Context: an optimization exercise on an open-source flow, tuned for small area. The choices shown serve that exercise and are no tape-out recipe.
In this exercise RTL edits were held to simulation tests only and were not proved equivalent to the original.
The flow treats the clock pin as an ideal source. Dropping or thinning the clock tree relies on that and would not hold on a real chip.
No activity file was given, so power comes from the tool's default toggle rates.

== cedar ==
==> flow/design.v <==
module clock(
input wire[0:1] sw,
input clk,
input clr,
input seth,
input setm,
output wire[3:0] an,
output wire[6:0] atog,
output wire[3:0] secondLow,
output wire[3:0] secondHigh
);
reg [9:0] c;
wire step = c[9] & c[8] & c[7] & c[6] & c[5] & c[3];
wire [9:0] ct;    
assign ct[0] = 1'b1;
genvar gi;
generate for (gi = 1; gi < 10; gi = gi + 1) begin : g_ct
	assign ct[gi] = ct[gi-1] & c[gi-1];
end endgenerate
wire [9:0] c_nx = (c ^ ct) & ~({10{step}} & 10'b1111101001);
reg [3:0] psl;
reg [2:0] psh;
reg showp, ones;
reg [3:0] ml, cl;      
reg [2:0] mh, ch;      
reg [7:0] hour, hourc;
reg [3:0] dml;         
reg [2:0] dmh;         
reg [4:0] dh;          
wire sel = sw[1];
wire h12 = sw[0];
function [3:0] inc10;
	input [3:0] q;
	input en;
	begin
		inc10[0] = q[0] ^ en;
		inc10[1] = q[1] ^ (en & q[0] & ~q[3]);
		inc10[2] = q[2] ^ (en & q[0] & q[1]);
		inc10[3] = q[3] ^ (en & q[0] & (q[3] | (q[1] & q[2])));
	end
endfunction
function [2:0] inc6;
	input [2:0] q;
	input en;
	begin
		inc6[0] = q[0] ^ en;
		inc6[1] = q[1] ^ (en & q[0] & ~q[2]);
		inc6[2] = q[2] ^ (en & q[0] & (q[2] | q[1]));
	end
endfunction
function [7:0] inch;
	input [7:0] q;
	input en;
	input wrap;
	reg [7:0] t;
	integer k;
	begin
		t[0] = en;
		for (k = 1; k < 8; k = k + 1)
			t[k] = t[k-1] & q[k-1];
		inch = wrap ? (en ? 8'd0 : q) : (q ^ t);
	end
endfunction
wire psl9 = psl[0] & psl[3];
wire ps58 = psh[2] & psh[0] & psl[3] & ~psl[0];    
wire ml9 = ml[0] & ml[3];
wire cl9 = cl[0] & cl[3];
wire m59 = mh[2] & mh[0] & ml9;
wire wraph  = (hour[7:5] == 3'd0)  & (h12 ? (hour[4:0] == 5'd11)  : (hour[4:0] == 5'd23));
wire wraphc = (hourc[7:5] == 3'd0) & (h12 ? (hourc[4:0] == 5'd11) : (hourc[4:0] == 5'd23));
wire mroll = ps58;                         
wire hbut  = seth & ~sel;
wire mbut  = setm & ~sel;
wire mzero = hbut & wraph & ~mroll;
wire minc  = (mroll | mbut) & ~mzero;
wire hinc  = ((mbut | mroll) & m59) | hbut;
wire [7:0] hs = sel ? hourc : hour;
wire [3:0] msl = sel ? cl : ml;
wire [2:0] msh = sel ? ch : mh;
wire hok = (hs[7:5] == 3'd0) & ~(hs[4] & (h12 ? (hs[3] | hs[2]) : (hs[3] & hs[2] & hs[1])));
wire blink = ~(mh[2] | mh[1] | mh[0] | ml[3] | ml[2] | ml[1] | ml[0]) |
             ((hourc == hour) & (mh == ch) & (ml == cl));
wire slz = ~ones & (~showp | (psl == 4'd0));
always @(posedge clk or posedge clr)
begin
	if (clr) begin
		c <= 0;
		psl <= 4'd9; psh <= 3'd5;
		showp <= 0; ones <= 0;
		ml <= 0; mh <= 0; cl <= 0; ch <= 0;
		hour <= 0; hourc <= 0;
		dml <= 0; dmh <= 0; dh <= 0;
	end else begin
		c <= c_nx;
		psl <= inc10(psl, step);
		psh <= inc6(psh, step & psl9);
		if (step) begin
			showp <= ~blink;
			ones <= blink & slz;
		end
		if (step & mzero) begin
			ml <= 0; mh <= 0;
		end else begin
			ml <= inc10(ml, step & minc);
			mh <= inc6(mh, step & minc & ml9);
		end
		hour <= inch(hour, step & hinc, wraph);
		cl <= inc10(cl, step & setm & sel);
		ch <= inc6(ch, step & setm & sel & cl9);
		hourc <= inch(hourc, step & seth & sel, wraphc);
		if (step) begin
			dml <= msl; dmh <= msh;
		end
		if (step & hok) begin
			dh <= hs[4:0];
		end
	end
end
assign secondLow  = {4{showp}} & psl | {4{ones}};
assign secondHigh = {ones, {3{showp}} & psh | {3{ones}}};
wire [1:0] s = c[5:4];
assign an = ~(4'b0001 << s);
reg [1:0] dhh;
reg [2:0] dhl3;
always @(*) begin
	case (dh[4:1])
		4'd0:  {dhh, dhl3} = {2'd0, 3'd0};
		4'd1:  {dhh, dhl3} = {2'd0, 3'd1};
		4'd2:  {dhh, dhl3} = {2'd0, 3'd2};
		4'd3:  {dhh, dhl3} = {2'd0, 3'd3};
		4'd4:  {dhh, dhl3} = {2'd0, 3'd4};
		4'd5:  {dhh, dhl3} = {2'd1, 3'd0};
		4'd6:  {dhh, dhl3} = {2'd1, 3'd1};
		4'd7:  {dhh, dhl3} = {2'd1, 3'd2};
		4'd8:  {dhh, dhl3} = {2'd1, 3'd3};
		4'd9:  {dhh, dhl3} = {2'd1, 3'd4};
		4'd10: {dhh, dhl3} = {2'd2, 3'd0};
		4'd11: {dhh, dhl3} = {2'd2, 3'd1};
		4'd12: {dhh, dhl3} = {2'd2, 3'd2};
		4'd13: {dhh, dhl3} = {2'd2, 3'd3};
		4'd14: {dhh, dhl3} = {2'd2, 3'd4};
		default: {dhh, dhl3} = {2'd3, 3'd0};
	endcase
end
wire [3:0] dhl = {dhl3, dh[0]};
wire [3:0] digit = (s == 2'd0) ? dml : (s == 2'd1) ? {1'b0, dmh} : (s == 2'd2) ? dhl : {2'b00, dhh};
wire A = digit[3], B = digit[2], C = digit[1], D = digit[0];
wire sa = A | C | (B & D) | (~B & ~D);
wire sb = ~B | (~C & ~D) | (C & D);
wire sc = B | ~C | D;
wire sd = (~B & ~D) | (C & ~B) | (B & ~C & D) | (C & ~D) | A;
wire se = (~B & ~D) | (C & ~D);
wire sf = A | (~C & ~D) | (B & ~C) | (B & ~D);
wire sg = A | (B & ~C) | (C & ~B) | (C & ~D);
assign atog = ~{sa, sb, sc, sd, se, sf, sg};
endmodule
clock: 10.0 ns
lec_check: 0
cap_margin: 20
core_margin: 2
core_utilization: 70
place_density: 0.85
slew_margin: 20
standard.sh (not shown) runs the stock make flow with config.mk's settings and CLKGATE_MAP_FILE= SYNTH_SCRIPT=/design/flow/synth_recipe.tcl, a recipe that flattens the netlist after the stock synthesis.
==> flow/flow/run.sh <==
#!/bin/bash
# Layout flow: the standard ORFS flow with
#  - the standard synthesis script, but an area-oriented ABC script and no
#    full-adder extraction (registers are mapped exactly as in the standard synthesis),
#  - minimum-size port buffers,
#  - a clock tree without dummy loads.
set -euo pipefail
W=$PWD
F=$W/flow
# synthesis script: the standard flow's own, with the ABC script swapped
{
  echo 'proc abc {args} {'
  echo '  set i [lsearch $args -script]'
  echo "  if {\$i >= 0} { lset args [expr {\$i+1}] $F/abc.script }"
  echo '  yosys abc {*}$args'
  echo '}'
  cat $W/synth_recipe.tcl
} > $W/synth_area.tcl

make -C $FLOW_HOME DESIGN_CONFIG=$FLOW_CONFIG WORK_HOME=$W/orfs CLKGATE_MAP_FILE= \
  SYNTH_SCRIPT=$W/synth_area.tcl ADDER_MAP_FILE= \
  "BUFFER_PORTS_ARGS=-buffer_cell sky130_fd_sc_hd__buf_1" \
  "CTS_ARGS=-sink_clustering_enable -repair_clock_nets -dont_use_dummy_load -buf_list sky130_fd_sc_hd__clkbuf_4 -root_buf sky130_fd_sc_hd__clkbuf_4" \
  finish > $W/make.log 2>&1

R=$W/orfs/results/sky130hd/clock/base
: # left out here: write the final layout as DEF
==> flow/flow/abc.script <==
&get -n
&st
&deepsyn -T 20
&dch -f
&nf -p -F 10 -A 10 -R 1000 -C 32
&put
topo
--- input diff cedar..tundra ---
diff --git a/flow/flow/run.sh b/flow/flow/run.sh
--- a/flow/flow/run.sh
+++ b/flow/flow/run.sh
@@ -21,5 +21,5 @@
   SYNTH_SCRIPT=$W/synth_area.tcl ADDER_MAP_FILE= \
   "BUFFER_PORTS_ARGS=-buffer_cell sky130_fd_sc_hd__buf_1" \
-  "CTS_ARGS=-sink_clustering_enable -repair_clock_nets -dont_use_dummy_load -buf_list sky130_fd_sc_hd__clkbuf_4 -root_buf sky130_fd_sc_hd__clkbuf_4" \
+  PRE_CTS_TCL=$F/manual_cts.tcl MCTS_CELL=sky130_fd_sc_hd__clkbuf_8 MCTS_NBUF=4 MCTS_NX=2 \
   finish > $W/make.log 2>&1
 
==> flow/flow/manual_cts.tcl (new file) <==
# Manual clock tree: the clock port drives NBUF clock buffers (cell CLKCELL), each
# driving the flip-flops nearest to it (split by x coordinate).
proc manual_clock_tree {} {
  set cell [expr {[info exists ::env(MCTS_CELL)] ? $::env(MCTS_CELL) : "sky130_fd_sc_hd__clkbuf_16"}]
  set nbuf [expr {[info exists ::env(MCTS_NBUF)] ? $::env(MCTS_NBUF) : 1}]
  set block [ord::get_db_block]
  set master [[ord::get_db] findMaster $cell]
  set clknet [$block findNet clk]
  set sinks {}
  foreach it [$clknet getITerms] {
    set inst [$it getInst]
    set b [$inst getBBox]
    lappend sinks [list $it [expr {([$b xMin] + [$b xMax]) / 2}] [expr {([$b yMin] + [$b yMax]) / 2}]]
  }
  # groups: split by x into NX columns, each column by y into NY rows
  set nx [expr {[info exists ::env(MCTS_NX)] ? $::env(MCTS_NX) : 1}]
  set ny [expr {$nbuf / $nx}]
  set sinks [lsort -integer -index 1 $sinks]
  set n [llength $sinks]
  set groups {}
  for {set i 0} {$i < $nx} {incr i} {
    set col [lsort -integer -index 2 [lrange $sinks [expr {$i * $n / $nx}] [expr {($i + 1) * $n / $nx - 1}]]]
    set m [llength $col]
    for {set j 0} {$j < $ny} {incr j} {
      lappend groups [lrange $col [expr {$j * $m / $ny}] [expr {($j + 1) * $m / $ny - 1}]]
    }
  }
  set k 0
  foreach grp $groups {
    set buf [odb::dbInst_create $block $master "clkbuf_m_$k"]
    set net [odb::dbNet_create $block "clknet_m_$k"]
    $net setSigType CLOCK
    set sx 0; set sy 0
    foreach s $grp {
      set it [lindex $s 0]
      $it disconnect
      $it connect $net
      incr sx [lindex $s 1]; incr sy [lindex $s 2]
    }
    [$buf findITerm A] connect $clknet
    [$buf findITerm X] connect $net
    set g [llength $grp]
    $buf setLocation [expr {$sx / $g}] [expr {$sy / $g}]
    $buf setPlacementStatus PLACED
    incr k
  }
  set_propagated_clock [all_clocks]
}
# replace TritonCTS for this run: the cts step calls clock_tree_synthesis after this file is sourced
rename clock_tree_synthesis triton_clock_tree_synthesis
proc clock_tree_synthesis {args} { manual_clock_tree }
- Of cedar and tundra, the lower area growth from synthesis to layout belongs to tundra.
- Per the comparison of tundra with cedar, total length of routed met2 wires increased 0.62%, all-layer global routing usage decreased 1.6 points, average via count per standard cell has decreased, total power consumption of the routed design went down by 5.4%, cell internal power dissipation lower.
The inputs of willow differ from those of tundra as listed below.
- changing CORE_UTILIZATION from 70 to 85
- changing PLACE_DENSITY from 0.85 to 0.92
==> flow/flow/run.sh <==
#!/bin/bash
# Layout flow: the standard ORFS flow with
#  - the standard synthesis script (registers mapped exactly as there), but no
#    full-adder extraction and area-oriented ABC runs: the logic is mapped with each
#    flow/abc*.script and the smallest result is kept,
#  - minimum-size port buffers,
#  - a clock tree of four clkbuf_8, each driving the flip-flops of one quadrant
#    (flow/manual_cts.tcl), in place of TritonCTS.
set -euo pipefail
W=$PWD
F=$W/flow
LIB=$FLOW_HOME/platforms/sky130hd/lib/sky130_fd_sc_hd__tt_025C_1v80.lib
# synthesis script: the standard flow's own, with ABC run once per script and the smallest mapping kept
{
  cat <<'EOT'
proc abc {args} {
  set i [lsearch $args -script]
  set best_area 1e18
  yosys design -save pre_abc
  foreach s [lsort [glob $::env(MY_ABC_DIR)/abc*.script]] {
    yosys design -load pre_abc
    set a $args
    lset a [expr {$i+1}] $s
    yosys abc {*}$a
    set st [yosys tee -q -s result.string stat -liberty $::env(MY_LIB)]
    regexp {Chip area for module '\\clock': ([0-9.]+)} $st -> area
    puts "ABCTRY $s $area"
    if {$area < $best_area} { set best_area $area; yosys design -save best_abc }
  }
  puts "ABCBEST $best_area"
  yosys design -load best_abc
}
EOT
  cat $W/synth_recipe.tcl
} > $W/synth_area.tcl

export MY_ABC_DIR=$F MY_LIB=$LIB
make -C $FLOW_HOME DESIGN_CONFIG=$FLOW_CONFIG WORK_HOME=$W/orfs CLKGATE_MAP_FILE= \
  SYNTH_SCRIPT=$W/synth_area.tcl ADDER_MAP_FILE= \
  "BUFFER_PORTS_ARGS=-buffer_cell sky130_fd_sc_hd__buf_1" \
  PRE_CTS_TCL=$F/manual_cts.tcl MCTS_CELL=sky130_fd_sc_hd__clkbuf_4 MCTS_NBUF=4 MCTS_NX=2 \
  finish > $W/make.log 2>&1

R=$W/orfs/results/sky130hd/clock/base
: # left out here: write the final layout as DEF
==> flow/flow/abc1.script (new file) <==
&get -n
&st
&deepsyn -T 20
&dch -f
&nf -p -F 10 -A 10 -R 1000 -C 32
&put
topo
==> flow/flow/abc2.script (new file) <==
&get -n
&st
&deepsyn -T 20
&dch -f -C 32
&nf -p -F 10 -A 10 -R 1000 -C 32 -E 50
&put
topo
==> flow/flow/abc3.script (new file) <==
&get -n
&st
&deepsyn -T 20 -S 7
&dch -f
&nf -p -F 10 -A 10 -R 1000 -C 32
&put
topo
==> flow/flow/abc4.script (new file) <==
&get -n
&st
&deepsyn -T 20 -S 3
&dch -f -C 32
&nf -p -F 10 -A 10 -R 1000 -C 32 -E 50
&put
topo
==> flow/flow/abc5.script (new file) <==
&get -n
&st
&dch -f
&nf -a -R 1000
&st
&syn2
&dch -f
&nf -a -R 1000
&st
&syn2
&dch -f
&nf -a -R 1000
&put
topo
removed: flow/flow/abc.script
Results
willow got as far as 3_1_place_gp_skip_io, where a tool error ended the run. Against tundra as the reference, willow delivers a lower xor/xnor cell area share of the yosys netlist. willow against tundra; cell count after synthesis is down slightly. Die extent in x: willow lower than tundra. Sequential area share after synthesis delta for willow relative to tundra: 0.43 points higher. The number of placement rows reported for willow is smaller than that of tundra by 13%.
The clock cells of tundra come from the design's own scripts or RTL, not from TritonCTS.

[separate check: timing with driven ports]
No port has a modelled driver above. Below, the same layouts with a new extraction and two added sets of constraints. Step 1 assumes that a clkbuf_16 drives the clock port and a buf_2 every other input. Step 2 moves the port delays by t, midway between the first and last clock arrival at a register: inputs arrive t later, outputs are due t later. That takes back most of the time a late clock gives input paths. Three values: ideal, step 1, step 2; two values: the first two.
| run | t, ns | setup WS [ns] | hold WS [ns] | latest minus earliest clock arrival (ns) | worst register clock-pin slew, ns |
|---|---|---|---|---|---|
| cedar | 0.428 | 5.424 / 5.398 / 5.284 | 0.498 / 0.498 / 0.498 | 0.041 / 0.040 | 0.12 / 0.12 |
| tundra | 0.205 | 5.479 / 5.516 / 5.311 | 0.493 / 0.493 / 0.493 | 0.004 / 0.003 | 0.09 / 0.09 |
After both steps setup and hold are still met in every run listed. For tundra, which loses most, drivers alone change the setup slack by +0.037 ns; drivers and shift together by -0.168 ns.
